This design comes from an exercise in tuning for small area, a short achievable clock period and few clock cycles on the open sky130 flow, not from production work. The RTL was checked by simulation tests, not by an equivalence proof against the original design.

==> design/flow/design.v <==
module find_1 (
    input  [63:0] d_i,
    output [6:0]  n_o
);
wire [31:0] z1;
wire [31:0] c1;
genvar i;
generate for (i = 0; i < 32; i = i + 1) begin : l1
    assign z1[i] = ~(d_i[2*i+1] | d_i[2*i]);
    assign c1[i] = ~d_i[2*i+1];
end endgenerate
wire [15:0] z2;
wire [31:0] c2;
generate for (i = 0; i < 16; i = i + 1) begin : l2
    assign z2[i] = z1[2*i+1] & z1[2*i];
    assign c2[2*i+1:2*i] = z1[2*i+1] ? {1'b1, c1[2*i]} : {1'b0, c1[2*i+1]};
end endgenerate
wire [7:0]  z3;
wire [23:0] c3;
generate for (i = 0; i < 8; i = i + 1) begin : l3
    assign z3[i] = z2[2*i+1] & z2[2*i];
    assign c3[3*i+2:3*i] = z2[2*i+1] ? {1'b1, c2[4*i+1:4*i]} : {1'b0, c2[4*i+3:4*i+2]};
end endgenerate
wire [3:0]  z4;
wire [15:0] c4;
generate for (i = 0; i < 4; i = i + 1) begin : l4
    assign z4[i] = z3[2*i+1] & z3[2*i];
    assign c4[4*i+3:4*i] = z3[2*i+1] ? {1'b1, c3[6*i+2:6*i]} : {1'b0, c3[6*i+5:6*i+3]};
end endgenerate
wire [1:0]  z5;
wire [9:0]  c5;
generate for (i = 0; i < 2; i = i + 1) begin : l5
    assign z5[i] = z4[2*i+1] & z4[2*i];
    assign c5[5*i+4:5*i] = z4[2*i+1] ? {1'b1, c4[8*i+3:8*i]} : {1'b0, c4[8*i+7:8*i+4]};
end endgenerate
wire        z6 = z5[1] & z5[0];
wire [5:0]  c6 = z5[1] ? {1'b1, c5[4:0]} : {1'b0, c5[9:5]};
assign n_o = z6 ? 7'd64 : {1'b0, c6};
endmodule
module q_sel #(
    parameter N = 67
) (
    input  [N-1:0] a,
    input  [N-1:0] b,
    output [N-1:0] s,
    output         n0,
    output         n1
);
localparam L = 7;    
wire [N-1:0] p = a ^ b;
wire [(L+1)*N-1:0] G;
wire [(L+1)*N-1:0] P;
assign G[N-1:0] = a & b;
assign P[N-1:0] = p;
genvar l, i;
generate for (l = 0; l < L; l = l + 1) begin : lv
    for (i = 0; i < N; i = i + 1) begin : bt
        if ((i >> l) & 1) begin : cmb
            localparam integer J = ((i >> l) << l) - 1;
            assign G[(l+1)*N+i] = G[l*N+i] | (P[l*N+i] & G[l*N+J]);
            assign P[(l+1)*N+i] = P[l*N+i] & P[l*N+J];
        end else begin : pas
            assign G[(l+1)*N+i] = G[l*N+i];
            assign P[(l+1)*N+i] = P[l*N+i];
        end
    end
end endgenerate
wire [N-1:0] Gf = G[(L+1)*N-1:L*N];
wire [N-1:0] Pf = P[(L+1)*N-1:L*N];
wire [N-1:0] c = {Gf[N-2:0] | Pf[N-2:0], 1'b1};
assign s  = p ^ c;
assign n1 = s[N-1];
assign n0 = p[N-1] ^ Gf[N-2];
endmodule
module SRT4 #(
    parameter WID = 64
) (
    clk         ,
    rst         ,
    dividend    ,
    divisor     ,
    sign        ,
    valid       ,
    ready       ,
    quotient    ,
    error       ,
    remainder
);
input           clk;
input           rst;
input[WID-1:0]  dividend;
input[WID-1:0]  divisor;
input           sign;
input           valid;
output          error;
output          ready;
output[WID-1:0] quotient;
output[WID-1:0] remainder;
reg         s_set;       
reg         s_it;        
reg         rdy_r;
reg         err_r;
reg [4:0]   cnt;         
wire        idle = ~(s_set | s_it | rdy_r);
reg [63:0]  R;           
reg [64:0]  E;           
reg [63:0]  Q;           
reg         an, bn;      
wire        sub = ~(an ^ bn);    
wire        qn  = an ^ bn;
wire [6:0]  lza, lzb;
find_1 fa (.d_i(R ^ {64{an}}),                 .n_o(lza));
find_1 fb (.d_i((E[63:0] ^ {64{bn}}) | 64'd1), .n_o(lzb));
wire [7:0]  k  = {1'b0, lzb} - {1'b0, lza} + {7'd0, an};
wire        bz = ~|E[63:0];
wire [64:0] Y  = sub ? ~E : E - 65'd1;
wire [64:0] y1 = k[1] ? {Y [62:0],  2'h3}        : Y;
wire [64:0] y2 = k[2] ? {y1[60:0],  4'hf}        : y1;
wire [64:0] y3 = k[3] ? {y2[56:0],  8'hff}       : y2;
wire [64:0] y4 = k[4] ? {y3[48:0], 16'hffff}     : y3;
wire [64:0] y5 = k[5] ? {y4[32:0], 32'hffffffff} : y4;
wire [66:0] Rx  = {{3{an & R[63]}}, R};
wire [66:0] E1  = {{2{E[64]}}, E};           
wire [66:0] E2  = {E[64], E, 1'b1};          
wire [66:0] cs_s = Rx ^ E1 ^ E2;
wire [66:0] cs_c = (Rx & E1) | (Rx & E2) | (E1 & E2);
wire [66:0] S1, S2, S3;
wire        m1, p1, m2, p2, m3, p3;
q_sel #(.N(67)) ad1 (.a(Rx),   .b(E1),               .s(S1), .n0(m1), .n1(p1));
q_sel #(.N(67)) ad2 (.a(Rx),   .b(E2),               .s(S2), .n0(m2), .n1(p2));
q_sel #(.N(67)) ad3 (.a(cs_s), .b({cs_c[65:0],1'b1}), .s(S3), .n0(m3), .n1(p3));
wire        a1 = an ? m1 : ~p1;
wire        a2 = an ? m2 : ~p2;
wire        a3 = an ? m3 : ~p3;
wire [1:0]  dg = {a2, a3 | (a1 & ~a2)};
wire [63:0] Rn = a3 ? S3[63:0] : a2 ? S2[63:0] : S1[63:0];
wire        last = (cnt == 5'd0);
wire [63:0] Qng = ~Q + 64'd1;
wire [63:0] Qnx = (last & qn) ? (a1 ? {~Q[61:0], dg[1] ^ dg[0], dg[0]} : {Qng[61:0], 2'd0})
                              : {Q[61:0], dg};
always @(posedge clk) begin
    if (rst) begin
        s_set <= 1'b0;
        s_it  <= 1'b0;
        rdy_r <= 1'b0;
        err_r <= 1'b0;
    end else begin
        rdy_r <= 1'b0;
        err_r <= 1'b0;
        s_set <= idle & valid;
        if (s_set) begin
            if (bz)
                err_r <= 1'b1;
            else if (k[7])
                rdy_r <= 1'b1;
            else
                s_it <= 1'b1;
        end
        if (s_it & last) begin
            s_it  <= 1'b0;
            rdy_r <= 1'b1;
        end
    end
end
always @(posedge clk) begin
    if (idle) begin
        R  <= dividend;
        E  <= {sign & divisor[63], divisor};
        an <= sign & dividend[63];
        bn <= sign & divisor[63];
        Q  <= 64'd0;
    end else if (s_set) begin
        E   <= y5;
        cnt <= k[5:1];
    end else if (s_it) begin
        if (a1) R <= Rn;
        E   <= {{2{E[64]}}, E[64:2]};
        Q   <= Qnx;
        cnt <= cnt - 5'd1;
    end
end
assign ready     = rdy_r;
assign error     = err_r;
assign quotient  = Q;
assign remainder = R;
endmodule
==> design/flow/flow/run.sh <==
#!/bin/bash
# Layout flow: the standard ORFS flow (standard synthesis, floorplan,
# placement, CTS, routing), with timing repair aimed at a period below the
# 10 ns constraint, so that the layout is made faster than the constraint
# alone asks for.  The constraints themselves (constraint.sdc) are unchanged.
set -euo pipefail
bash standard.sh SETUP_SLACK_MARGIN=6.5 finish > flow_make.log 2>&1
==> design/flow/standard.sh <==
#!/bin/bash
# synth_recipe.tcl (not shown) runs the flow's synth.tcl, then flattens the netlist and writes it again
# the make line also repeats each setting of config.mk as NAME=value (left out here)
make -C /OpenROAD-flow-scripts/flow DESIGN_CONFIG=/design/flow/config.mk WORK_HOME=/design/flow/orfs CLKGATE_MAP_FILE= SYNTH_SCRIPT=/design/flow/synth_recipe.tcl "${@:-finish}"
==> design/flow/config.mk <==
export PLATFORM = sky130hd
export DESIGN_NAME = SRT4
export DESIGN_NICKNAME = SRT4
export VERILOG_FILES = /design/flow/design.v
export SDC_FILE = /design/flow/constraint.sdc
export NUM_CORES = 4
export LEC_CHECK = 0
export CAP_MARGIN = 20
export CORE_MARGIN = 2
export CORE_UTILIZATION = 40
export SLEW_MARGIN = 20
==> design/flow/constraint.sdc <==
create_clock -name core_clock -period 10.0 [get_ports {clk}]
set_input_delay 2.0000 -clock core_clock [delete_from_list [all_inputs] [get_ports {clk}]]
set_output_delay 2.0000 -clock core_clock [all_outputs]
set_load 0.01 [all_outputs]
==> results of run 1 <==
==> registers in the layout, indices dropped and copies added (netlist names), 5 cells and up <==
signal / flops
E: 65
Q: 64
R: 64
cnt: 5
==> cells by family after synthesis <==
| kind of cell | share of synthesized area |
|---|---|
| flip-flops | 0.186 |
| adder cells (fa/ha/maj) | 0.136 |
| multiplexers | 0.0420 |
| XOR/XNOR | 0.0793 |
| AO/OA/AOI/OAI | 0.287 |
| AND/OR/NAND/NOR | 0.224 |
| buffers and inverters | 0.0467 |
==> metrics by stage <==
stage                     utilization  setup WS, ps
final                           0.596          4380
after global placement          0.463          3190
after detailed placement        0.463          3080
after global routing            0.596          4220
after CTS                       0.565          4490
after floorplan                     -          5180
==> layer usage <==
metal  GRT usage  part of all wire
met1       0.507              0.38
met5           0          0.000085
met3       0.104              0.13
met2       0.578              0.41
met4       0.197             0.073
==> worst min path at each step <==
stage,from,to,slack [ps],cells past startpoint
2_1_floorplan,Q[63],Q[63],480,2
3_3_place_gp,Q[63],Q[63],440,2
3_5_place_dp,Q[63],Q[63],470,2
4_1_cts,Q[62],Q[62],480,2
5_1_grt,Q[63],Q[63],470,2
6_report,Q[63],Q[63],460,2
==> worst max-delay path: stages (launching register included) <==
cell       delay (ps)
edfxtp_1          510
buf_12            190
buf_4             170
buf_4             170
nor3_1            200
nand2_1            90
a21oi_2           180
nand3_2            90
inv_2              60
nor2_1             50
o311ai_2           90
a2111oi_4         140
a41o_1            260
ha_4              280
nor2b_4            40
fa_4              920
buf_12            170
buf_4             140
nand2_1           230
inv_2             210
o2bb2ai_1         180
a21oi_4           110
mux4_2            530
nand2_2           120
a31o_2            160
a21oi_1            40
==> placed cells by master (no fill, tap or decap), drive strengths merged, types with 34 or more instances in the layout <==
cell type      instances
a211oi                55
a21o                  45
a21oi                366
a221oi                42
a31oi                 83
and2                  34
and3                  47
buf                  651
clkbuf                43
clkdlybuf4s50        132
dfxtp                 68
dlygate4sd2           66
edfxtp               136
fa                    65
ha                   213
inv                  120
mux2i                 79
nand2                407
nand2b                36
nand3                104
nand4                 43
nor2                 349
nor2b                 34
nor3                 140
nor4                  54
o211ai                45
o21ai                255
o22ai                 51
or3                   37
xnor2                180
xor2                  84
==> final cells by class <==
| type | instances | share of cell area |
|---|---|---|
| diodes | 4 | 0.000231 |
| clock buffers | 35 | 0.0180 |
| clock inverters | 19 | 0.00433 |
| inverters | 118 | 0.0111 |
| multi-input cells | 3308 | 0.603 |
| flip-flops and latches | 204 | 0.127 |
| well taps | 959 | 0.0277 |
| repair buffers | 858 | 0.209 |
| repair inverters | 1 | 0.000462 |
==> repair_timing <==
action | 4_1_cts | 5_1_grt
resized for setup | 991 | 313
endpoints found under the setup margin | 393 | 324
gates cloned | 34 | 6
setup buffers | 410 | 78
pin swaps | 174 | 176
==> out/results.tsv, run 1 <==
stage	metric	value	unit
run_status	status	finished clean	
synthesis	synth_ff_type	edfxtp_1	
synthesis	synth_top_area_share	0.140	
synthesis	yosys-top-cells-count	405 x nand2_1, 365 x a21oi_1, 349 x nor2_1	
placed_design	placed_area	0.0337	mm²
synthesis	synth.distinct_cells	91	
worst_setup_path	r2r_setup_slack	4380	ps
drt	wire_per_inst	27.9	µm
synthesis	seq_area_frac_synth	0.186	
sta	period_needed	5620	ps
finish	final_cells	5506	
sta	tightestPinTransition	1250	ps
clock_tree	htree_num_levels	1	
clock_tree	cts.reportedPaths.clkPinSlew	60	ps
placed_design	hpwl	95.2	mm
worst_setup_path	reg2reg_depth	25	
synthesis	syn-num-nets	4277	
synthesis	synth_most_common_cell	nand2_1	
sta	setup_tns	0	ps
sta	final_min_period_over_clock_period	0.562	
clock_tree	cts_sinks	204	
sta	fmax	178	MHz
worst_setup_path	critPathCaptureType	flop	
floorplan	std_cell_rows	99	
clock_tree	cts_buffer_depth	3	
synthesis	syn-cell-area	0.0293	mm²
placed_design	io_buffers	261	
worst_setup_path	crit_arrival	5980	ps
drt	via_count	37000	
placed_design	gp_congestion	1.01	
global_routing	track_usage	0.386	
synthesis	ys_seq_elements	204	
sta	skew	38.2	ps
clock_tree	cts_root_buffer	clkbuf_16	
synthesis	synthArstFlopShare	0	
run	maxCapViolations	0	
finish	fillerInstances	6311	
worst_setup_path	critical_path_class	reg -> reg	
drt	drtPass1Iterations	11	
worst_setup_path	worstSetupStartpointType	flop	
floorplan	start_util	0.402	
sta	whs	458	ps
sta	max_slew_margin	0.160	
min_path	min_path_type	reg -> reg	
global_routing	grt_pass1_wl	220	mm
floorplan	fp.dieH	274	µm
sta	finalSetupViolations	0	
floorplan	io_pins	262	
clock_tree	numCtsBuffers	29	
floorplan	chipWidth	274	µm
drt	drt_iter0_drc	5148	
floorplan	core_area	0.0727	mm²
worst_setup_path	crit_start	an	
global_routing	overflow	0	
worst_setup_path	crit_fanout	7	
synthesis	synth_edf_count	136	
worst_setup_path	setup.worst_path.end	E[63]	
global_routing	grt_max_degree	81	
synthesis	ys_warn_count	1	
sta	hold_viol	0	
finish	syn2layout_area_growth	48.1	%
sta	rsz0062_at_grt	yes	
worst_setup_path	critPathRequiredTime	10360	ps
synthesis	ys_top_cells_by_area	edfxtp_1 14%, ha_1 9.1%, a21oi_1 6.2%, xnor2_1 5.4%, nand2_1 5.2%	
synthesis	synth_top_area_cell	edfxtp_1	
floorplan	dieArea	0.0753	mm²
finish	fin_area	0.0433	mm²
finish	drive_above_1_share	0.292	
drt	drcViolationCount	0	
drt	wl	154	mm
synthesis	syn_inst	3867	
worst_setup_path	r2r-end	E[63]	
sta	drv_slew	0	
placed_design	placedCellCount	4918	
finish	multi_input_area	0.0261	mm²
clock_tree	postCtsHoldBufs	0	
finish	nets	4930	
worst_setup_path	r2r_start	an	
clock_tree	cts_tree	yes	
finish	regArea	0.00549	mm²
global_routing	grt_pass1_vias	34000	
drt	vias_per_cell	6.71	
global_routing	antenna_found_initial	6	
clock_tree	clk_latency	650	ps
synthesis	syn_area_per_cell	7.57	µm²
drt	antenna_left	0	
Testbench counts, summed over its fixed seeds: cycles 210,945.
==> run 2: changes to the inputs <==
==> design/flow/run.sh (new file) <==
#!/bin/bash
# synth_recipe.tcl (not shown) runs the flow's synth.tcl, then flattens the netlist and writes it again
# the make line also repeats each setting of config.mk as NAME=value (left out here)
make -C /OpenROAD-flow-scripts/flow DESIGN_CONFIG=/design/flow/config.mk WORK_HOME=/design/flow/orfs CLKGATE_MAP_FILE= SYNTH_SCRIPT=/design/flow/synth_recipe.tcl finish
--- a/design/flow/config.mk
+++ b/design/flow/config.mk
@@ -8,4 +8,5 @@
 export CAP_MARGIN = 20
 export CORE_MARGIN = 2
 export CORE_UTILIZATION = 40
+export SETUP_SLACK_MARGIN = 5
 export SLEW_MARGIN = 20
removed: design/flow/flow/run.sh
removed: design/flow/standard.sh
==> run 2 against run 1 <==
Core utilization shrank 6.1 points. Critical path depth is the same. Via count shrank 5.2%. Global-route usage shrank 3.6 points. Final area shrank 10%. First-iteration DRC count grew 3.3%. Synthesized cell count is the same. Count of clock-buffer cells in the layout grew 7. Highest routed layer unchanged. Clock skew shrank 4.5 ps. Synthesized area is the same.
==> out/results.tsv, run 2 <==
stage	metric	value	unit
sta	fmax	169	MHz
run	maxCapViolations	0	
clock_tree	cts.reportedPaths.clkPinSlew	60	ps
worst_setup_path	setup.worst_path.end	E[46]	
finish	mostFrequentLayoutCells	373 x nand2_1, 324 x a21oi_1, 307 x nor2_1	
sta	finalSetupViolations	0	
sta	hold_viol	0	
synthesis	syn_area_per_cell	7.57	µm²
synthesis	ys_top_cells_by_area	edfxtp_1 14%, ha_1 9.1%, a21oi_1 6.2%, xnor2_1 5.4%, nand2_1 5.2%	
sta	skew	33.7	ps
sta	setup_tns	0	ps
synthesis	synth_most_common_cell	nand2_1	
worst_setup_path	critPathRequiredTime	10340	ps
floorplan	dieArea	0.0753	mm²
synthesis	syn-cell-area	0.0293	mm²
global_routing	grt_max_degree	71	
worst_setup_path	r2r_start	an	
synthesis	synth_edf_count	136	
placed_design	io_buffers	261	
global_routing	grt_pass1_wl	202	mm
sta	rsz0062_at_grt	yes	
worst_setup_path	crit_arrival	6250	ps
drt	antenna_left	0	
worst_setup_path	r2r_setup_slack	4090	ps
worst_setup_path	critical_path_class	reg -> reg	
clock_tree	clk_latency	640	ps
run_status	status	finished clean	
global_routing	use_met1	0.459	
synthesis	synthArstFlopShare	0	
worst_setup_path	r2r-end	E[46]	
sta	final_min_period_over_clock_period	0.591	
finish	fin_area	0.0389	mm²
sta	tightestPinTransition	1140	ps
drt	drcViolationCount	0	
sta	period_needed	5910	ps
drt	wl	141	mm
global_routing	top_usage_layer	met2	
finish	drive_above_1_share	0.185	
clock_tree	cts_tree	yes	
floorplan	core_area	0.0727	mm²
clock_tree	cts_buffer_depth	3	
worst_setup_path	critPathCaptureType	flop	
global_routing	met2_usage	0.523	
floorplan	io_pins	262	
floorplan	std_cell_rows	99	
worst_setup_path	reg2reg_depth	25	
sta	max_slew_margin	0.236	
clock_tree	cts_sinks	204	
min_path	min_path_type	reg -> reg	
synthesis	syn_inst	3867	
floorplan	fp.dieH	274	µm
synthesis	ys_seq_elements	204	
sta	drv_slew	0	
placed_design	placed_area	0.0330	mm²
clock_tree	cts_root_buffer	clkbuf_16	
finish	largest-register	E	
synthesis	synth_ff_type	edfxtp_1	
drt	drt_iter0_drc	5316	
clock_tree	numCtsBuffers	29	
synthesis	synth_top_area_share	0.140	
drt	via_count	35000	
clock_tree	htree_num_levels	1	
drt	vias_per_cell	6.67	
finish	fillerInstances	6676	
synthesis	ys_warn_count	1	
worst_setup_path	crit_start	an	
finish	nets	4678	
finish	final_common_cell	nand2_1	
synthesis	seq_area_frac_synth	0.186	
drt	wire_per_inst	26.8	µm
synthesis	synth_top_area_cell	edfxtp_1	
floorplan	chipWidth	274	µm
drt	drtPass1Iterations	13	
global_routing	met3_usage	0.106	
worst_setup_path	worstSetupStartpointType	flop	
synthesis	syn-num-nets	4277	
synthesis	yosys-top-cells-count	405 x nand2_1, 365 x a21oi_1, 349 x nor2_1	
global_routing	antenna_found_initial	2	
global_routing	overflow	0	
placed_design	gp_congestion	1.06	
global_routing	track_usage	0.349	
finish	top_regs	E (65), Q (64), R (64)	
placed_design	hpwl	95.6	mm
worst_setup_path	crit_fanout	18	
clock_tree	postCtsHoldBufs	0	
finish	largest_reg_flops	65	
global_routing	grt_pass1_vias	31900	
sta	whs	460	ps
floorplan	start_util	0.402	
finish	syn2layout_area_growth	33.0	%
synthesis	synth.distinct_cells	91	
[run 2: cell counts after synthesis]
Identical to the previous run, type by type.
[run 2: through the flow]
stage          cells  utilization  setup slack (ps)
2_1_floorplan   3867            -              4970
5_1_grt         5251        0.535              3970
6_report        5252        0.535              4090
3_5_place_dp    4923        0.453              2920
3_3_place_gp    4923        0.453              2980
4_1_cts         5186        0.515              4390
[run 2: worst min path at each step]
stage,end,startpoint,cells after the start
floorplan,Q[63],Q[63],2
global route,Q[56],Q[56],2
CTS,Q[62],Q[62],2
global placement,Q[62],Q[62],2
finish,Q[62],Q[62],2
detailed placement,Q[62],Q[62],2
[run 2: cell type report]
type,instances,area [µm²],area share
antenna,2,5.00,0.000129
sequential,204,5450,0.140
multi-input combinational,3307,24800,0.637
timing repair buffer,608,6070,0.156
tap,959,1200,0.0308
clock inverter,12,103,0.00264
clock buffer,42,836,0.0215
inverter,118,467,0.0120
[run 2: layer usage]
layer	vias to the layer above	part of all wire
li1	15400	-
met1	16400	0.39
met2	2459	0.41
met3	751	0.13
met4	4	0.068
met5	-	0.00050
[run 2: kinds of logic (layout without fill, tap and decap cells)]
family,count (synthesis),after routing,synth area share
other,0,2,0
XOR/XNOR,264,265,0.0793
adder cells (fa/ha/maj),278,278,0.136
AO/OA/AOI/OAI,1285,1285,0.287
AND/OR/NAND/NOR,1369,1370,0.224
multiplexers,109,109,0.0420
flip-flops,204,204,0.186
buffers and inverters,358,780,0.0467
[run 2: worst max-delay path, cell delays in order (launching register included)]
cell and delay, ps:
edfxtp_1 380, buf_6 140, buf_12 140, buf_8 140, nor2_4 120, o2bb2ai_2 130, o21bai_1 90, a21oi_1 170
nor2_1 60, o21ai_1 190, o311ai_2 160, a2111oi_4 470, a41o_1 220, ha_4 230, nor2b_4 120, fa_4 730
buf_6 190, buf_12 150, nor2_2 90, a21oi_1 50, a311o_1 440, nor2_2 320, a21oi_4 80, mux2_4 320
a222oi_1 300, o221ai_1 190
[run 2: repair_timing]
| action | in CTS | in global routing |
|---|---|---|
| pin swaps | 96 | 104 |
| gates resized for setup | 380 | 205 |
| buffers inserted | 195 | 62 |
| setup endpoints to repair | 234 | 192 |
| cloned | 14 | 2 |
==> run 3: changes to the inputs <==
--- a/design/flow/design.v
+++ b/design/flow/design.v
@@ -99,7 +99,6 @@
 reg         s_set;       
 reg         s_it;        
 reg         rdy_r;
-reg         err_r;
 reg [4:0]   cnt;         
 wire        idle = ~(s_set | s_it | rdy_r);
 reg [63:0]  R;           
@@ -108,11 +107,15 @@
 reg         an, bn;      
 wire        sub = ~(an ^ bn);    
 wire        qn  = an ^ bn;
+wire [63:0] xa = {dividend[63] & ~sign, dividend[62:0] ^ dividend[63:1]};
+wire [63:0] xb = {divisor[63] & ~sign, divisor[62:1] ^ divisor[63:2], 1'b1};
 wire [6:0]  lza, lzb;
-find_1 fa (.d_i(R ^ {64{an}}),                 .n_o(lza));
-find_1 fb (.d_i((E[63:0] ^ {64{bn}}) | 64'd1), .n_o(lzb));
-wire [7:0]  k  = {1'b0, lzb} - {1'b0, lza} + {7'd0, an};
-wire        bz = ~|E[63:0];
+find_1 fa (.d_i(xa), .n_o(lza));
+find_1 fb (.d_i(xb), .n_o(lzb));
+reg  [6:0]  lza_r, lzb_r;
+reg         bz;          
+wire [7:0]  k  = {1'b0, lzb_r} - {1'b0, lza_r} + {7'd0, an};
+wire        fast = s_set & ~bz & k[7];
 wire [64:0] Y  = sub ? ~E : E - 65'd1;
 wire [64:0] y1 = k[1] ? {Y [62:0],  2'h3}        : Y;
 wire [64:0] y2 = k[2] ? {y1[60:0],  4'hf}        : y1;
@@ -143,19 +146,11 @@
         s_set <= 1'b0;
         s_it  <= 1'b0;
         rdy_r <= 1'b0;
-        err_r <= 1'b0;
     end else begin
         rdy_r <= 1'b0;
-        err_r <= 1'b0;
         s_set <= idle & valid;
-        if (s_set) begin
-            if (bz)
-                err_r <= 1'b1;
-            else if (k[7])
-                rdy_r <= 1'b1;
-            else
-                s_it <= 1'b1;
-        end
+        if (s_set & ~bz & ~k[7])
+            s_it <= 1'b1;
         if (s_it & last) begin
             s_it  <= 1'b0;
             rdy_r <= 1'b1;
@@ -169,6 +164,9 @@
         an <= sign & dividend[63];
         bn <= sign & divisor[63];
         Q  <= 64'd0;
+        lza_r <= lza;
+        lzb_r <= lzb;
+        bz <= ~|divisor;
     end else if (s_set) begin
         E   <= y5;
         cnt <= k[5:1];
@@ -179,8 +177,8 @@
         cnt <= cnt - 5'd1;
     end
 end
-assign ready     = rdy_r;
-assign error     = err_r;
+assign ready     = rdy_r | fast;
+assign error     = s_set & bz;
 assign quotient  = Q;
 assign remainder = R;
 endmodule
--- a/design/flow/config.mk
+++ b/design/flow/config.mk
@@ -7,6 +7,6 @@
 export LEC_CHECK = 0
 export CAP_MARGIN = 20
 export CORE_MARGIN = 2
-export CORE_UTILIZATION = 40
+export CORE_UTILIZATION = 65
 export SETUP_SLACK_MARGIN = 5
 export SLEW_MARGIN = 20
==> run 3 against run 2 <==
Still clean on timing, DRC and antenna. Non-clock buffer count decreased by 274. Core utilization up 23 points. Synthesized area rose by 0.15%. Final cell count is 13% lower. Global-route usage up 17 points. Synthesized cell count shrank 3.1%. Critical endpoint is now E[61]. Highest routed layer unchanged.
==> out/results.tsv, run 3 <==
stage	metric	value	unit
run_status	status	finished clean	
worst_setup_path	worstSetupStartpointType	flop	
worst_setup_path	r2r_start	an	
floorplan	io_pins	262	
worst_setup_path	critical_path_class	reg -> reg	
global_routing	grt_max_degree	71	
sta	period_needed	5020	ps
synthesis	synth.distinct_cells	86	
worst_setup_path	critPathRequiredTime	10440	ps
drt	via_count	34400	
global_routing	track_usage	0.520	
global_routing	grt_pass1_vias	32500	
floorplan	chipWidth	216	µm
sta	rsz0062_at_grt	no	
drt	drcViolationCount	0	
sta	final_min_period_over_clock_period	0.502	
run	maxCapViolations	0	
worst_setup_path	crit_arrival	5460	ps
sta	drv_slew	0	
synthesis	synth_edf_count	150	
clock_tree	clk_latency	630	ps
synthesis	synth_most_common_cell	nand2_1	
worst_setup_path	cp_num_buf_inv	2	
synthesis	synth_ff_type	edfxtp_1	
drt	drtPass1Iterations	14	
sta	setup_tns	0	ps
finish	mostFrequentLayoutCells	339 x nand2_1, 322 x a21oi_1, 273 x nor2_1	
global_routing	overflow	0	
clock_tree	htree_num_levels	1	
sta	fmax	199	MHz
finish	drive_above_1_share	0.0631	
clock_tree	cts.reportedPaths.clkPinSlew	60	ps
drt	drt_iter0_drc	6636	
clock_tree	cts_buffer_depth	3	
synthesis	ys_top_cells_by_area	edfxtp_1 15%, ha_1 10%, xnor2_1 6.3%, a21oi_1 5.6%, dfxtp_1 4.6%	
worst_setup_path	cp_cell_sequence	nor2b_1 > fa_2 > clkinv_1 > buf_4 > a211oi_1 > nor4_1 > nor3_1 > o21ai_0 > mux2i_1 > nand2_1 > o21a_1 > nor2_1 > o31ai_1	
synthesis	syn-num-nets	4187	
clock_tree	cts_root_buffer	clkbuf_16	
placed_design	gp_congestion	1.13	
finish	largest-register	E	
sta	max_slew_margin	0.104	
finish	final_common_cell	nand2_1	
floorplan	core_area	0.0443	mm²
synthesis	ys_warn_count	1	
synthesis	yosys-top-cells-count	344 x nand2_1, 327 x a21oi_1, 278 x nor2_1	
sta	whs	464	ps
drt	antenna_left	0	
drt	vias_per_cell	7.58	
synthesis	synthArstFlopShare	0	
global_routing	antenna_found_initial	2	
clock_tree	cts_tree	yes	
clock_tree	numCtsBuffers	29	
worst_setup_path	reg2reg_depth	13	
synthesis	ys_seq_elements	217	
synthesis	seq_area_frac_synth	0.200	
worst_setup_path	r2r_setup_slack	4980	ps
placed_design	hpwl	92.6	mm
sta	hold_viol	0	
synthesis	synth_top_area_share	0.154	
sta	tightestPinTransition	1340	ps
worst_setup_path	cp_top_family	compound AO/OA/AOI/OAI gates	
min_path	min_path_type	reg -> reg	
worst_setup_path	slowest_stage	edfxtp_1	
worst_setup_path	crit_start	an	
floorplan	fp.dieH	216	µm
clock_tree	cts_sinks	217	
sta	finalSetupViolations	0	
worst_setup_path	setup.worst_path.end	E[61]	
finish	largest_reg_flops	65	
sta	skew	19.6	ps
worst_setup_path	crit_fanout	43	
floorplan	dieArea	0.0468	mm²
synthesis	syn_area_per_cell	7.82	µm²
finish	top_regs	E (65), Q (64), R (64)	
finish	syn2layout_area_growth	15.8	%
floorplan	start_util	0.661	
worst_setup_path	max_stage_delay	820	ps
synthesis	synth_top_area_cell	edfxtp_1	
worst_setup_path	cp_num_cells	13	
worst_setup_path	critPathCaptureType	flop	
synthesis	syn_inst	3748	
finish	nets	4365	
placed_design	io_buffers	261	
drt	wire_per_inst	27.8	µm
drt	wl	126	mm
floorplan	std_cell_rows	77	
synthesis	syn-cell-area	0.0293	mm²
worst_setup_path	r2r-end	E[61]	
global_routing	grt_pass1_wl	190	mm
[run 3: cell count changes in the layout (fill, tap and decap cells not counted), moves of 33 or more]
| cell | change |
|---|---|
| buf_4 | -193 |
| inv_1 | +94 |
| o21ai_0 | +60 |
| buf_6 | -35 |
| nand2_1 | -34 |
| nor2_1 | -34 |
| xnor2_1 | +33 |
[run 3: worst min path at each step]
stage                      from    end  slack (ps)  depth (start not counted)
after floorplan           Q[63]  Q[63]         480                          2
after global placement    Q[63]  Q[63]         440                          2
after detailed placement  Q[62]  Q[62]         440                          2
after CTS                 Q[62]  Q[62]         460                          2
after global routing      Q[62]  Q[62]         510                          2
final                     Q[62]  Q[62]         460                          2
[run 3: stage by stage]
stage          setup slack, ps   util  instances  instance area [µm²]
2_1_floorplan             5540      -       3748                29300
3_3_place_gp              4030  0.733       4464                32500
3_5_place_dp              3860  0.734       4465                32500
4_1_cts                   5010  0.761       4532                33700
5_1_grt                   5000  0.765       4541                33900
6_report                  4980  0.766       4544                33900
[run 3: repair_timing]
action | in CTS | in global routing
hold buffers | 0 | 0
setup endpoints to repair | 69 | 59
pin swaps | 3 | 1
setup buffers | 13 | 8
resized for setup | 30 | 26
endpoints found under the hold margin | 0 | 0
[run 3: worst register-to-register path: cells and delay by family (launching register included)]
family	cells	cell delay [ps]
fa+ha+maj	1	490
compound gates	4	1390
simple gates	5	980
buf+inv	2	640
flops	1	820
mux	1	510
[run 3: cells by family after synthesis]
family	after synthesis	share of synthesized area
xor gates and xnor gates	311	0.0930
buffers and inverters	396	0.0508
muxes	124	0.0489
adders and majority gates	307	0.148
and+or+nand+nor	1195	0.198
DFF	217	0.200
AOI/OAI and AO/OA	1198	0.262
[run 3: cell type report]
| type | instances | area (µm²) |
|---|---|---|
| Multi-Input combinational cell | 3135 | 22300 |
| Inverter | 209 | 791 |
| Clock inverter | 15 | 95.1 |
| Antenna cell | 3 | 7.51 |
| Clock buffer | 39 | 876 |
| Tap cell | 592 | 741 |
| Fill cell | 3158 | 10400 |
| Timing Repair Buffer | 334 | 3230 |
| Sequential cell | 217 | 5850 |
[run 3: metal layers]
metal | part of all wire | global-route usage | vias up
li1 | - | - | 14400
met1 | 0.34 | 0.648 | 15800
met2 | 0.40 | 0.758 | 3311
met3 | 0.17 | 0.187 | 898
met4 | 0.091 | 0.340 | 2
met5 | 0.00055 | 0 | -
Testbench counts of run 3, summed over its fixed seeds: cycles 199,279.
==> run 4: changes to the inputs <==
==> design/flow/flow/run.sh (new file) <==
#!/bin/bash
# Layout flow: the standard ORFS flow (standard synthesis, floorplan,
# placement, CTS, routing), with timing repair aimed at a period below the
# 10 ns constraint, so that the layout is made faster than the constraint
# alone asks for.  The constraints themselves (constraint.sdc) are unchanged.
set -euo pipefail
bash standard.sh SETUP_SLACK_MARGIN=6 finish > flow_make.log 2>&1
==> design/flow/standard.sh (new file) <==
#!/bin/bash
# synth_recipe.tcl (not shown) runs the flow's synth.tcl, then flattens the netlist and writes it again
# the make line also repeats each setting of config.mk as NAME=value (left out here)
make -C /OpenROAD-flow-scripts/flow DESIGN_CONFIG=/design/flow/config.mk WORK_HOME=/design/flow/orfs CLKGATE_MAP_FILE= SYNTH_SCRIPT=/design/flow/synth_recipe.tcl "${@:-finish}"
--- a/design/flow/config.mk
+++ b/design/flow/config.mk
@@ -8,5 +8,4 @@
 export CAP_MARGIN = 20
 export CORE_MARGIN = 2
 export CORE_UTILIZATION = 65
-export SETUP_SLACK_MARGIN = 5
 export SLEW_MARGIN = 20
removed: design/flow/run.sh
==> run 4 against run 3 <==
The run now fails in global routing. Synthesized cell count stayed put. Synthesized area unchanged.
==> out/results.tsv, run 4 <==
stage	metric	value	unit
floorplan	chipWidth	216	µm
synthesis	synthXorXnorAreaFrac	0.0930	
clock_tree	cts_buffer_depth	3	
synthesis	synthAdderAreaFrac	0.148	
synthesis	synth_top_area_share	0.154	
placed_design	hpwl	90.8	mm
synthesis	syn-num-nets	4187	
global_routing	track_usage	0.910	
sta	crit_endpoint	ready	
floorplan	fp.dieH	216	µm
synthesis	synth.distinct_cells	86	
synthesis	muxShareOfSynthArea	0.0489	
synthesis	yosys.area_share.simple	0.198	
synthesis	synth_compound_area_frac	0.262	
run_status	status	stopped before the end	
clock_tree	numCtsBuffers	28	
floorplan	start_util	0.661	
run_status	stop_stage	global routing	
clock_tree	cts_root_buffer	clkbuf_16	
sta	worst-ep-kind	primary output	
synthesis	ys_seq_elements	217	
clock_tree	cts_sinks	217	
placed_design	placedCellCount	4466	
floorplan	io_pins	262	
synthesis	synth_most_common_cell	nand2_1	
placed_design	placed_area	0.0326	mm²
run_status	tool.error	[ERROR GRT-0232] Routing congestion too high. Check the congestion heatmap in the GUI.	
synthesis	synth_ff_type	edfxtp_1	
placed_design	io_buffers	261	
synthesis	syn_area_per_cell	7.82	µm²
clock_tree	htree_num_levels	1	
synthesis	syn-cell-area	0.0293	mm²
global_routing	grt_max_degree	71	
synthesis	yosys-top-cells-count	344 x nand2_1, 327 x a21oi_1, 278 x nor2_1	
synthesis	syn_inst	3748	
synthesis	synth_edf_count	150	
synthesis	ys_warn_count	1	
synthesis	ys_top_cells_by_area	edfxtp_1 15%, ha_1 10%, xnor2_1 6.3%, a21oi_1 5.6%, dfxtp_1 4.6%	
synthesis	synth_top_family_by_area	compound AO/OA/AOI/OAI gates	
placed_design	gp_congestion	1.14	
synthesis	seq_area_frac_synth	0.200	
floorplan	std_cell_rows	77	
placed_design	place_ws	4340	ps
synthesis	synth_top_area_cell	edfxtp_1	
global_routing	overflow	776	
synthesis	synthArstFlopShare	0	
==> run 4: cell counts after synthesis <==
Identical to the previous run, type by type.
==> run 4: metrics by stage <==
stage / utilization / hold slack, ps
CTS: 0.840 / 491
floorplan: - / 483
detailed placement: 0.737 / 471
global placement: 0.736 / 466
==> run 4: kinds of logic after synthesis <==
kind of cell / count (synthesis)
AOI/OAI and AO/OA: 1198
xor gates and xnor gates: 311
adders and majority gates: 307
buffers and inverters: 396
DFF: 217
muxes: 124
and+or+nand+nor: 1195
==> run 4: what timing repair did <==
| item | CTS |
|---|---|
| cloned | 15 |
| buffers inserted | 220 |
| hold buffers | 0 |
| resized for setup | 338 |
| pin swaps | 77 |
| setup endpoints to repair | 265 |
==> run 4: per-layer routing <==
metal	global-route usage	GRT overflow
met1	0.881	33
met2	1.02	409
met3	0.826	52
met4	0.957	276
met5	0.601	6
==> run 4: worst min path at each step <==
stage                     startpoint     to  slack [ps]  cells past startpoint
after floorplan                Q[63]  Q[63]         480                      2
after global placement         Q[63]  Q[63]         470                      2
after detailed placement       Q[63]  Q[63]         470                      2
after CTS                      Q[63]  Q[63]         490                      2
==> run 5: changes to the inputs <==
==> design/flow/flow/run.sh (replaced) <==
#!/bin/bash
# Layout flow: the standard ORFS flow (standard synthesis, floorplan,
# placement, CTS, routing) with two changes in how the layout is made:
#  - the port buffers are sky130_fd_sc_hd__buf_2 cells instead of the delay
#    buffers buffer_ports picks by default (every port still gets a buffer);
#  - timing repair aims 5 ns below the 10 ns constraint.
# The constraints themselves (constraint.sdc) are unchanged.
set -euo pipefail
bash standard.sh SETUP_SLACK_MARGIN=5 \
  "BUFFER_PORTS_ARGS=-buffer_cell sky130_fd_sc_hd__buf_2" \
  finish > flow_make.log 2>&1
==> run 5 against run 4 <==
Now clean on timing, DRC and antenna. Synthesized area unchanged. Synthesized cell count is the same.
==> out/results.tsv, run 5 <==
stage	metric	value	unit
placed_design	hpwl	92.4	mm
finish	largest_reg_flops	65	
floorplan	io_pins	262	
synthesis	syn-cell-area	0.0293	mm²
synthesis	yosys-top-cells-count	344 x nand2_1, 327 x a21oi_1, 278 x nor2_1	
synthesis	ys_top_cells_by_area	edfxtp_1 15%, ha_1 10%, xnor2_1 6.3%, a21oi_1 5.6%, dfxtp_1 4.6%	
worst_setup_path	crit_fanout	27	
placed_design	io_buffers	261	
sta	rsz0062_at_grt	yes	
finish	mostFrequentLayoutCells	339 x nand2_1, 322 x a21oi_1, 273 x nor2_1	
sta	worst_slack	4900	ps
global_routing	grt_pass1_wl	187	mm
synthesis	synthXorXnorAreaFrac	0.0930	
worst_setup_path	r2r_start	R[28]	
drt	wirelength_met1	43.3	mm
synthesis	synth_top_family_by_area	compound AO/OA/AOI/OAI gates	
clock_tree	cts_buffer_depth	3	
synthesis	synth_compound_area_frac	0.262	
global_routing	overflow	0	
synthesis	ys_seq_elements	217	
finish	largest-register	E	
drt	drcViolationCount	0	
synthesis	synth_top_area_cell	edfxtp_1	
worst_setup_path	critPathCaptureType	flop	
finish	top_regs	E (65), Q (64), R (64)	
worst_setup_path	crit_arrival	5440	ps
floorplan	chipWidth	216	µm
sta	finalSetupViolations	0	
sta	drv_slew	0	
synthesis	seq_area_frac_synth	0.200	
drt	vias_per_cell	7.50	
placed_design	placed_area	0.0312	mm²
global_routing	grt_max_degree	71	
worst_setup_path	cp_top_family	simple AND/OR/NAND/NOR gates	
synthesis	muxShareOfSynthArea	0.0489	
worst_setup_path	cp_cell_sequence	inv_1 > fa_1 > inv_1 > ha_1 > nand4_1 > or2_2 > nor3_2 > nor2b_1 > o31ai_2 > a31oi_1 > o21ai_2 > and2_1 > buf_4 > o211a_1 > a221oi_1	
sta	setup_tns	0	ps
floorplan	fp.dieH	216	µm
floorplan	start_util	0.661	
finish	drive_above_1_share	0.140	
clock_tree	cts.reportedPaths.clkPinSlew	70	ps
finish	fin_area	0.0330	mm²
synthesis	synth.distinct_cells	86	
floorplan	core_area	0.0443	mm²
sta	period_needed	5100	ps
sta	skew	24.3	ps
drt	wl	126	mm
global_routing	track_usage	0.514	
clock_tree	clk_latency	620	ps
clock_tree	cts_sinks	217	
worst_setup_path	cp_num_buf_inv	3	
finish	fillerInstances	3323	
placed_design	place_ws	4280	ps
drt	antenna_left	0	
sta	hold_viol	0	
worst_setup_path	max_stage_delay	510	ps
drt	routed.top_layer	met5	
placed_design	gp_congestion	1.11	
worst_setup_path	cpMostUsedCell	inv_1	
clock_tree	cts_tree	yes	
worst_setup_path	critPathRequiredTime	10340	ps
global_routing	antenna_found_initial	5	
synthesis	synthArstFlopShare	0	
synthesis	syn_inst	3748	
finish	nets	4418	
synthesis	yosys.area_share.simple	0.198	
clock_tree	cts_root_buffer	clkbuf_16	
run	maxCapViolations	0	
floorplan	dieArea	0.0468	mm²
finish	diodes	0	
floorplan	std_cell_rows	77	
global_routing	grt_pass1_vias	31800	
synthesis	syn-num-nets	4187	
synthesis	synth_most_common_cell	nand2_1	
sta	max_slew_margin	0.312	
sta	final_min_period_over_clock_period	0.510	
finish	postLayoutCoreUtil	0.746	
min_path	min_path_type	reg -> reg	
synthesis	synth_top_area_share	0.154	
drt	routed-wl-met2	50.9	mm
synthesis	synth_edf_count	150	
sta	fmax	196	MHz
synthesis	synth_ff_type	edfxtp_1	
drt	drtPass1Iterations	10	
clock_tree	numCtsBuffers	30	
finish	syn2layout_area_growth	12.8	%
worst_setup_path	worstSetupStartpointType	flop	
worst_setup_path	slowest_stage	edfxtp_1	
worst_setup_path	critical_path_class	reg -> reg	
drt	via_count	34500	
drt	met3WireLength	21.0	mm
sta	tightestPinTransition	1030	ps
finish	final_common_cell	nand2_1	
drt	wire_per_inst	27.5	µm
drt	drt_iter0_drc	6562	
synthesis	ys_warn_count	1	
min_path	min_from	Q[63]	
run_status	status	finished clean	
clock_tree	htree_num_levels	1	
synthesis	syn_area_per_cell	7.82	µm²
synthesis	synthAdderAreaFrac	0.148	
worst_setup_path	crit_start	R[28]	
[run 5: cell families after synthesis]
| family | after synthesis |
|---|---|
| compound gates | 1198 |
| simple gates | 1195 |
| buf+inv | 396 |
| xor+xnor | 311 |
| fa+ha+maj | 307 |
| flops | 217 |
| mux | 124 |
[run 5: worst reg2reg max path: stages (launching register included)]
cell and delay, ps:
edfxtp_1 510, inv_1 90, fa_1 510, inv_1 60, ha_1 360, nand4_1 190
or2_2 360, nor3_2 470, nor2b_1 390, o31ai_2 130, a31oi_1 440, o21ai_2 240
and2_1 190, buf_4 290, o211a_1 200, a221oi_1 430
[run 5: worst paths after layout]
check	endpoint	slack (ps)	cells past startpoint
max	R[10]	4900	15
min	Q[63]	450	2
max reg2reg	R[10]	4900	15
min reg2reg	Q[63]	450	2
[run 5: cell type report]
cell class	count	area [µm²]	area share
Multi-Input combinational cell	3135	22300	0.675
Sequential cell	217	5850	0.177
Timing Repair Buffer	386	2320	0.0702
Clock buffer	42	946	0.0286
Inverter	209	791	0.0239
Tap cell	592	741	0.0224
Clock inverter	14	96.3	0.00292
[run 5: metrics by stage]
stage / hold slack [ps] / cells
6_report: 449 / 4595
5_1_grt: 471 / 4595
4_1_cts: 450 / 4535
3_5_place_dp: 437 / 4466
3_3_place_gp: 432 / 4465
2_1_floorplan: 483 / 3748
[run 5: per-layer routing]
metal | vias to the layer above | track usage
met2 | 3288 | 0.738
li1 | 14500 | -
met3 | 823 | 0.181
met4 | 10 | 0.341
met5 | - | 0
met1 | 15800 | 0.651
[run 5: what timing repair did]
item | in CTS | in global routing
hold buffers | 0 | 0
gates cloned | 0 | 0
pin swaps | 3 | 5
setup endpoints to repair | 147 | 131
buffers inserted | 13 | 59
resized for setup | 26 | 26
hold endpoints to repair | 0 | 0
==> run 6: changes to the inputs <==
--- a/design/flow/config.mk
+++ b/design/flow/config.mk
@@ -7,5 +7,5 @@
 export LEC_CHECK = 0
 export CAP_MARGIN = 20
 export CORE_MARGIN = 2
-export CORE_UTILIZATION = 65
+export CORE_UTILIZATION = 68
 export SLEW_MARGIN = 20
==> run 6 against run 5 <==
Critical path type unchanged. Sequential share of layout area increased by 0.17 points. Fmax decreased by 2.1%. Final cell count decreased by 1.7%. Critical path depth decreased by 1. Critical endpoint is now E[58]. Still clean.
==> out/results.tsv, run 6 <==
stage	metric	value	unit
clock_tree	cts_sinks	217	
sta	skew	32.5	ps
min_path	min_to	Q[63]	
synthesis	syn_inst	3748	
worst_setup_path	crit_fanout	44	
sta	setup_tns	0	ps
drt	wl	124	mm
finish	final_common_cell	nand2_1	
synthesis	ys_top_cells_by_area	edfxtp_1 15%, ha_1 10%, xnor2_1 6.3%, a21oi_1 5.6%, dfxtp_1 4.6%	
worst_setup_path	crit_arrival	5470	ps
synthesis	synth_top_area_cell	edfxtp_1	
placed_design	placed_area	0.0311	mm²
clock_tree	postCtsHoldBufs	0	
global_routing	overflow	0	
floorplan	io_pins	262	
clock_tree	cts_tree	yes	
floorplan	core_area	0.0428	mm²
worst_setup_path	r2r-end	E[58]	
min_path	min_path_cells	2	
drt	drt_iter0_drc	6421	
synthesis	yosys-top-cells-count	344 x nand2_1, 327 x a21oi_1, 278 x nor2_1	
drt	vias_per_cell	7.58	
synthesis	ys_seq_elements	217	
min_path	min_path_type	reg -> reg	
run	maxCapViolations	0	
worst_setup_path	reg2reg_depth	14	
finish	top_regs	E (65), Q (64), R (64)	
worst_setup_path	r2r_setup_slack	4790	ps
synthesis	syn-num-nets	4187	
worst_setup_path	r2r_start	lzb_r[0]	
finish	mostFrequentLayoutCells	340 x nand2_1, 323 x a21oi_1, 272 x nor2_1	
finish	largest-register	E	
placed_design	hpwl	90.5	mm
placed_design	io_buffers	261	
global_routing	grt_pass1_wl	183	mm
worst_setup_path	critical_path_class	reg -> reg	
global_routing	antenna_found_initial	7	
finish	syn2layout_area_growth	11.7	%
sta	rsz0062_at_grt	no	
finish	largest_reg_flops	65	
drt	antenna_left	0	
worst_setup_path	critPathRequiredTime	10250	ps
drt	via_count	34200	
clock_tree	cts.reportedPaths.clkPinSlew	60	ps
synthesis	synth_ff_type	edfxtp_1	
sta	max_slew_margin	0.204	
synthesis	syn-cell-area	0.0293	mm²
finish	postLayoutCoreUtil	0.765	
synthesis	syn_area_per_cell	7.82	µm²
synthesis	ys_warn_count	1	
sta	drv_slew	0	
synthesis	synth_most_common_cell	nand2_1	
min_path	min_from	Q[63]	
sta	period_needed	5210	ps
clock_tree	cts_buffer_depth	3	
finish	drive_above_1_share	0.131	
sta	fmax	192	MHz
drt	drcViolationCount	0	
global_routing	track_usage	0.530	
clock_tree	numCtsBuffers	29	
run_status	status	finished clean	
floorplan	std_cell_rows	76	
synthesis	synth.distinct_cells	86	
clock_tree	htree_num_levels	1	
sta	worst_slack	4790	ps
drt	drtPass1Iterations	10	
synthesis	synthArstFlopShare	0	
finish	nets	4384	
sta	hold_viol	0	
synthesis	synth_top_area_share	0.154	
sta	tightestPinTransition	1190	ps
finish	fin_area	0.0327	mm²
clock_tree	cts_root_buffer	clkbuf_16	
sta	final_min_period_over_clock_period	0.521	
floorplan	start_util	0.685	
sta	finalSetupViolations	0	
placed_design	gp_congestion	1.12	
worst_setup_path	critPathCaptureType	flop	
drt	wire_per_inst	27.4	µm
synthesis	seq_area_frac_synth	0.200	
worst_setup_path	worstSetupStartpointType	flop	
global_routing	grt_max_degree	71	
floorplan	fp.dieH	212	µm
floorplan	chipWidth	212	µm
global_routing	grt_pass1_vias	31500	
clock_tree	clk_latency	630	ps
synthesis	synth_edf_count	150	
floorplan	dieArea	0.0448	mm²
placed_design	place_ws	4210	ps
## run 6: logic make-up (layout without fill, tap and decap cells)
| family | Yosys count | count (layout) | share of synthesized area |
|---|---|---|---|
| AOI/OAI and AO/OA | 1198 | 1198 | 0.262 |
| muxes | 124 | 124 | 0.0489 |
| DFF | 217 | 217 | 0.200 |
| xor gates and xnor gates | 311 | 311 | 0.0930 |
| adders and majority gates | 307 | 307 | 0.148 |
| other | 0 | 2 | 0 |
| and+or+nand+nor | 1195 | 1195 | 0.198 |
| buffers and inverters | 396 | 616 | 0.0508 |
## run 6: critical path, cell delays in order, from the launching register on
cell,delay (ps)
edfxtp_1,440
inv_2,90
ha_2,330
nor2b_1,60
fa_2,840
clkinv_1,160
buf_6,290
nand2_1,310
a21oi_1,110
nor3_1,500
mux2i_1,240
a21oi_2,410
o311ai_0,370
a211oi_1,330
nand4_1,330
## run 6: worst max-delay path by stage
| stage | start | end | slack (ps) | cells past startpoint |
|---|---|---|---|---|
| after detailed placement | E[0] | R[62] | 4210 | 13 |
| after floorplan | E[38] | R[10] | 5540 | 10 |
| final | lzb_r[0] | E[58] | 4790 | 14 |
| after global placement | E[0] | R[62] | 4290 | 13 |
| after global routing | E[2] | E[61] | 4860 | 10 |
| after CTS | E[2] | R[58] | 5000 | 12 |
## run 6: metrics by stage
stage / cells / hold slack, ps
6_report: 4516 / 456
5_1_grt: 4514 / 509
4_1_cts: 4482 / 460
3_5_place_dp: 4419 / 446
3_3_place_gp: 4418 / 431
2_1_floorplan: 3748 / 483
## run 6: routing by layer
metal	GRT usage	vias to the layer above	wire [µm]
met2	0.768	3292	49900
met4	0.374	14	11900
li1	-	14400	-
met3	0.192	961	20500
met5	0.0189	-	195
met1	0.651	15500	41300
## run 6: timing repair
action	in CTS	in global routing
buffers inserted	9	32
setup endpoints to repair	73	150
pin swaps	4	3
resized for setup	18	35
## run 6: cell type report
cell class / instances / area, µm²
Antenna cell: 2 / 5.00
Fill cell: 3172 / 10100
Clock buffer: 46 / 936
Timing Repair Buffer: 353 / 2080
Sequential cell: 217 / 5850
Inverter: 209 / 787
Multi-Input combinational cell: 3135 / 22300
Clock inverter: 8 / 109
Tap cell: 546 / 683
==> run 7: changes to the inputs <==
==> design/flow/flow/run.sh (replaced) <==
#!/bin/bash
# Layout flow: the standard ORFS flow (standard synthesis, floorplan,
# placement, CTS, routing) with two changes in how the layout is made:
#  - the port buffers are sky130_fd_sc_hd__buf_2 cells instead of the delay
#    buffers buffer_ports picks by default (every port still gets a buffer);
#  - timing repair aims 5.2 ns below the 10 ns constraint.
# The constraints themselves (constraint.sdc) are unchanged.
set -euo pipefail
bash standard.sh SETUP_SLACK_MARGIN=5.2 \
  "BUFFER_PORTS_ARGS=-buffer_cell sky130_fd_sc_hd__buf_2" \
  finish > flow_make.log 2>&1
--- a/design/flow/config.mk
+++ b/design/flow/config.mk
@@ -7,5 +7,5 @@
 export LEC_CHECK = 0
 export CAP_MARGIN = 20
 export CORE_MARGIN = 2
-export CORE_UTILIZATION = 68
+export CORE_UTILIZATION = 70
 export SLEW_MARGIN = 20
==> run 7 against run 6 <==
Hold slack improved by 7.1 ps. Sequential cell count did not move. Fmax rose by 4.9%. Register-to-register slack improved by 240 ps. Synthesized cell count did not move. Count of clock-buffer cells in the layout fell by 2. Global-route usage rose by 1.1 points. Final cell count rose by 0.38%. Core utilization rose by 3.7 points.
==> out/results.tsv, run 7 <==
stage	metric	value	unit
worst_setup_path	critPathCaptureType	flop	
floorplan	fp.dieH	209	µm
worst_setup_path	crit_fanout	8	
placed_design	gp_congestion	1.13	
drt	drtPass1Iterations	15	
finish	mostFrequentLayoutCells	340 x nand2_1, 320 x a21oi_1, 272 x nor2_1	
finish	syn2layout_area_growth	12.6	%
floorplan	std_cell_rows	74	
synthesis	syn-cell-area	0.0293	mm²
synthesis	synth_edf_count	150	
sta	final_min_period_over_clock_period	0.497	
floorplan	io_pins	262	
floorplan	core_area	0.0411	mm²
synthesis	seq_area_frac_synth	0.200	
clock_tree	numCtsBuffers	28	
synthesis	synth.distinct_cells	86	
drt	wire_per_inst	27.4	µm
worst_setup_path	setup.worst_path.end	E[54]	
synthesis	syn-num-nets	4187	
sta	drv_slew	0	
finish	fillerInstances	2846	
placed_design	place_ws	4500	ps
clock_tree	cts.reportedPaths.clkPinSlew	70	ps
floorplan	chipWidth	209	µm
synthesis	synth_ff_type	edfxtp_1	
synthesis	syn_inst	3748	
synthesis	ys_warn_count	1	
finish	largest_reg_flops	65	
drt	drcViolationCount	0	
worst_setup_path	reg2reg_depth	11	
worst_setup_path	worstSetupStartpointType	flop	
worst_setup_path	critPathRequiredTime	10390	ps
synthesis	ys_seq_elements	217	
placed_design	io_buffers	261	
drt	via_count	34800	
clock_tree	cts_buffer_depth	3	
global_routing	grt_pass1_vias	32100	
sta	tightestPinTransition	1230	ps
drt	drt_iter0_drc	7052	
finish	top_regs	E (65), Q (64), R (64)	
clock_tree	htree_num_levels	1	
sta	period_needed	4970	ps
finish	postLayoutCoreUtil	0.802	
clock_tree	cts_root_buffer	clkbuf_16	
clock_tree	clk_latency	620	ps
synthesis	yosys-top-cells-count	344 x nand2_1, 327 x a21oi_1, 278 x nor2_1	
finish	nets	4414	
drt	wl	124	mm
sta	rsz0062_at_grt	yes	
finish	largest-register	E	
synthesis	synth_top_area_share	0.154	
sta	worst_slack	5030	ps
global_routing	overflow	0	
worst_setup_path	r2r_start	E[25]	
synthesis	syn_area_per_cell	7.82	µm²
min_path	min_path_type	reg -> reg	
synthesis	synthArstFlopShare	0	
global_routing	track_usage	0.541	
drt	antenna_left	0	
sta	setup_tns	0	ps
drt	vias_per_cell	7.67	
run	maxCapViolations	0	
worst_setup_path	crit_start	E[25]	
sta	fmax	201	MHz
floorplan	start_util	0.713	
clock_tree	cts_sinks	217	
sta	skew	17.9	ps
finish	drive_above_1_share	0.140	
synthesis	synth_most_common_cell	nand2_1	
worst_setup_path	critical_path_class	reg -> reg	
global_routing	grt_pass1_wl	184	mm
floorplan	dieArea	0.0435	mm²
finish	final_common_cell	nand2_1	
synthesis	synth_top_area_cell	edfxtp_1	
global_routing	antenna_found_initial	10	
run_status	status	finished clean	
worst_setup_path	crit_arrival	5370	ps
global_routing	grt_max_degree	90	
worst_setup_path	r2r-end	E[54]	
sta	finalSetupViolations	0	
sta	max_slew_margin	0.182	
clock_tree	cts_tree	yes	
synthesis	ys_top_cells_by_area	edfxtp_1 15%, ha_1 10%, xnor2_1 6.3%, a21oi_1 5.6%, dfxtp_1 4.6%	
placed_design	hpwl	88.6	mm
sta	hold_viol	0	
worst_setup_path	r2r_setup_slack	5030	ps
==> run 7: timing repair <==
action                     4_1_cts  5_1_grt
pin swaps                        9       12
setup endpoints to repair      158      133
buffers inserted                21       55
resized for setup               37       46
gates cloned                     2        0
hold buffers                     0        0
==> run 7: kinds of logic (layout without fill, tap and decap cells) <==
family / after synthesis / in the layout / share of synthesized area
buffers and inverters: 396 / 643 / 0.0508
AOI/OAI and AO/OA: 1198 / 1199 / 0.262
xor gates and xnor gates: 311 / 311 / 0.0930
other: 0 / 4 / 0
muxes: 124 / 124 / 0.0489
DFF: 217 / 217 / 0.200
adders and majority gates: 307 / 307 / 0.148
and+or+nand+nor: 1195 / 1196 / 0.198
==> run 7: area by class of cell <==
type / count / area, µm² / area share
clock buffer: 44 / 853 / 0.0259
clock inverter: 8 / 67.6 / 0.00205
multi-input combinational: 3137 / 22400 / 0.680
antenna: 4 / 10.0 / 0.000303
sequential: 217 / 5850 / 0.177
inverter: 209 / 792 / 0.0240
tap: 532 / 666 / 0.0202
timing repair buffer: 382 / 2310 / 0.0701
==> run 7: worst min path at each step <==
stage | from | end | slack [ps] | cells after the start
2_1_floorplan | Q[63] | Q[63] | 480 | 2
3_3_place_gp | Q[63] | Q[63] | 430 | 2
3_5_place_dp | Q[62] | Q[62] | 450 | 2
4_1_cts | Q[62] | Q[62] | 470 | 2
5_1_grt | Q[63] | Q[63] | 510 | 2
6_report | Q[63] | Q[63] | 460 | 2
==> run 7: per-stage QoR <==
stage / instances / hold WS [ps] / cell area, µm²
3_3_place_gp: 4398 / 431 / 31100
2_1_floorplan: 3748 / 483 / 29300
5_1_grt: 4531 / 513 / 33000
3_5_place_dp: 4399 / 449 / 31100
6_report: 4533 / 463 / 33000
4_1_cts: 4474 / 466 / 32300
==> run 7: layer usage <==
| layer | wire length [µm] | global-route usage | share of wire |
|---|---|---|---|
| met1 | 40600 | 0.663 | 0.33 |
| met2 | 49400 | 0.784 | 0.40 |
| met3 | 22300 | 0.216 | 0.18 |
| met4 | 11500 | 0.351 | 0.093 |
| met5 | 421 | 0.0445 | 0.0034 |
==> run 7: worst max-delay path, cell delays in order, from the launching register on <==
cell and delay (ps):
edfxtp_1 530, buf_4 200, or4_1 630, or3_1 550
nor4_1 730, a21oi_1 290, xnor2_1 380, a211oi_1 130
a21oi_1 470, mux2_2 280, o22ai_1 170, o21ai_0 370
==> run 8: changes to the inputs <==
==> design/flow/flow/run.sh (replaced) <==
#!/bin/bash
# Layout flow: the standard ORFS flow (standard synthesis, floorplan,
# placement, CTS, routing) with two changes in how the layout is made:
#  - the port buffers are sky130_fd_sc_hd__buf_2 cells instead of the delay
#    buffers buffer_ports picks by default (every port still gets a buffer);
#  - timing repair aims 5.4 ns below the 10 ns constraint.
# The constraints themselves (constraint.sdc) are unchanged.
set -euo pipefail
bash standard.sh SETUP_SLACK_MARGIN=5.4 \
  "BUFFER_PORTS_ARGS=-buffer_cell sky130_fd_sc_hd__buf_2" \
  finish > flow_make.log 2>&1
==> run 8 against run 7 <==
Sequential cell count unchanged. Hold slack about the same. Highest routed layer unchanged. Setup slack improved by 48 ps. Synthesized area unchanged. Wire length increased by 5.3%. Global-route usage increased by 0.74 points. Critical path depth unchanged. Via count increased by 3.3%. Synthesized cell count unchanged. Critical path type is now reg -> out.
==> out/results.tsv, run 8 <==
stage	metric	value	unit
sta	period_needed	4920	ps
synthesis	ys_top_cells_by_area	edfxtp_1 15%, ha_1 10%, xnor2_1 6.3%, a21oi_1 5.6%, dfxtp_1 4.6%	
drt	drt_iter0_drc	7788	
synthesis	synth_top_area_cell	edfxtp_1	
finish	nets	4488	
synthesis	syn_inst	3748	
drt	antenna_left	0	
clock_tree	clk_latency	630	ps
sta	finalSetupViolations	0	
finish	largest-register	E	
worst_setup_path	cp_top_family	compound AO/OA/AOI/OAI gates	
worst_setup_path	slowest_stage	edfxtp_1	
synthesis	synth_edf_count	150	
run_status	status	finished clean	
synthesis	synthArstFlopShare	0	
min_path	min_path_cells	2	
min_path	min_from	Q[62]	
sta	max_slew_margin	0.0874	
global_routing	grt_pass1_vias	32400	
synthesis	ys_seq_elements	217	
synthesis	seq_area_frac_synth	0.200	
finish	syn2layout_area_growth	15.8	%
synthesis	yosys-top-cells-count	344 x nand2_1, 327 x a21oi_1, 278 x nor2_1	
floorplan	fp.dieH	209	µm
sta	fmax	203	MHz
worst_setup_path	critical_path_class	reg -> out	
worst_setup_path	r2r_start	E[14]	
placed_design	hpwl	88.6	mm
clock_tree	numCtsBuffers	28	
drt	drtPass1Iterations	14	
finish	mostFrequentLayoutCells	339 x nand2_1, 319 x a21oi_1, 271 x nor2_1	
worst_setup_path	crit_start	lza_r[0]	
clock_tree	cts_tree	yes	
finish	largest_reg_flops	65	
sta	setup_tns	0	ps
sta	hold_viol	0	
synthesis	synth_most_common_cell	nand2_1	
min_path	min_path_type	reg -> reg	
synthesis	ys_warn_count	1	
worst_setup_path	cp_num_buf_inv	2	
worst_setup_path	reg2reg_depth	15	
worst_setup_path	critPathRequiredTime	8000	ps
run	maxCapViolations	0	
synthesis	synth_top_area_share	0.154	
finish	final_common_cell	nand2_1	
worst_setup_path	max_stage_delay	530	ps
floorplan	io_pins	262	
global_routing	track_usage	0.548	
finish	postLayoutCoreUtil	0.825	
sta	tightestPinTransition	1370	ps
sta	drv_slew	0	
floorplan	chipWidth	209	µm
drt	drcViolationCount	0	
floorplan	start_util	0.713	
clock_tree	htree_num_levels	1	
worst_setup_path	cp_num_cells	11	
worst_setup_path	worstSetupStartpointType	flop	
drt	wl	131	mm
drt	wire_per_inst	28.4	µm
synthesis	syn_area_per_cell	7.82	µm²
global_routing	grt_pass1_wl	187	mm
synthesis	syn-cell-area	0.0293	mm²
clock_tree	cts_buffer_depth	3	
synthesis	synth_ff_type	edfxtp_1	
placed_design	gp_congestion	1.13	
global_routing	overflow	0	
[run 8: cell counts after synthesis]
No cell type changed its count.
[run 8: worst paths after layout]
check                           slack [ps]     to
worst max register to register        5090  R[32]
worst min register to register         460  Q[62]
worst max-delay path                  5080  ready
worst min-delay path                   460  Q[62]
[run 8: kinds of logic after synthesis]
family	synth area share
fa+ha+maj	0.148
mux	0.0489
buf+inv	0.0508
flops	0.200
xor+xnor	0.0930
compound gates	0.262
simple gates	0.198
[run 8: repair_timing]
action,in CTS,in global routing
cloned,3,5
setup buffers,39,105
setup endpoints to repair,176,166
resized for setup,55,81
pin swaps,10,20
[run 8: worst min-delay path: cells and delay by family, from the launching register on]
| kind | cells | cell delay (ps) |
|---|---|---|
| flip-flops | 1 | 320 |
| AO/OA/AOI/OAI | 1 | 60 |
| AND/OR/NAND/NOR | 1 | 50 |
[run 8: through the flow]
stage,cells,area (µm²),hold slack (ps),setup slack [ps]
global route,4604,33900,513,4970
CTS,4493,32600,466,5160
finish,4610,33900,463,5080
detailed placement,4399,31100,449,4500
floorplan,3748,29300,483,5540
global placement,4398,31100,431,4340
[run 8: cell type report]
class                   instances  area [µm²]  area share
clock buffers                  44         853      0.0251
inverters                     209         793      0.0234
multi-input cells            3140       22700       0.668
diodes                          7        17.5    0.000516
well taps                     532         666      0.0196
repair buffers                453        3020      0.0889
clock inverters                 8        67.6     0.00199
flip-flops and latches        217        5850       0.172
[run 8: per-layer routing]
metal | vias to the layer above | GRT usage | part of all wire
met5 | - | 0.0234 | 0.0017
met4 | 14 | 0.377 | 0.11
met3 | 1297 | 0.229 | 0.19
met2 | 3875 | 0.782 | 0.39
met1 | 16100 | 0.670 | 0.32
li1 | 14700 | - | -

==> afterwards: timing with drivers on the ports <==
The results above use ideal ports. As a check the final layouts listed here were re-extracted and re-timed, cells and wires unchanged.
Step 1, drivers: a clkbuf_16 drives clk and a buf_2 each remaining input, both assumed.
Step 2 moves the port delays by t, midway between the first and last clock arrival at a register: inputs arrive t later, outputs are due t later. That takes back most of the time a late clock gives input paths.
Slacks: no drivers / after step 1 / after step 2; pairs: no drivers / after step 1.
| run | shift t [ns] | setup WS [ns] | clock arrival spread, ns | worst data-port slew with drivers (ns) |
|---|---|---|---|---|
| run 1 | 0.698 | 4.380 / 4.380 / 4.380 | 0.038 / 0.038 | 0.10 |
| run 2 | 0.678 | 4.092 / 4.092 / 4.092 | 0.034 / 0.034 | 0.09 |
| run 3 | 0.684 | 4.980 / 4.980 / 4.560 | 0.020 / 0.019 | 0.08 |
| run 5 | 0.671 | 4.897 / 4.897 / 4.897 | 0.024 / 0.024 | 0.08 |
| run 6 | 0.674 | 4.786 / 4.786 / 4.786 | 0.033 / 0.032 | 0.05 |
| run 7 | 0.673 | 5.027 / 5.027 / 4.904 | 0.018 / 0.018 | 0.08 |
| run 8 | 0.682 | 5.075 / 5.010 / 5.056 | 0.018 / 0.019 | 0.08 |
After both steps every run listed still meets setup and hold. The setup slack of run 3, which loses most, moves by 0.000 ns with the drivers and by -0.420 ns with both steps.
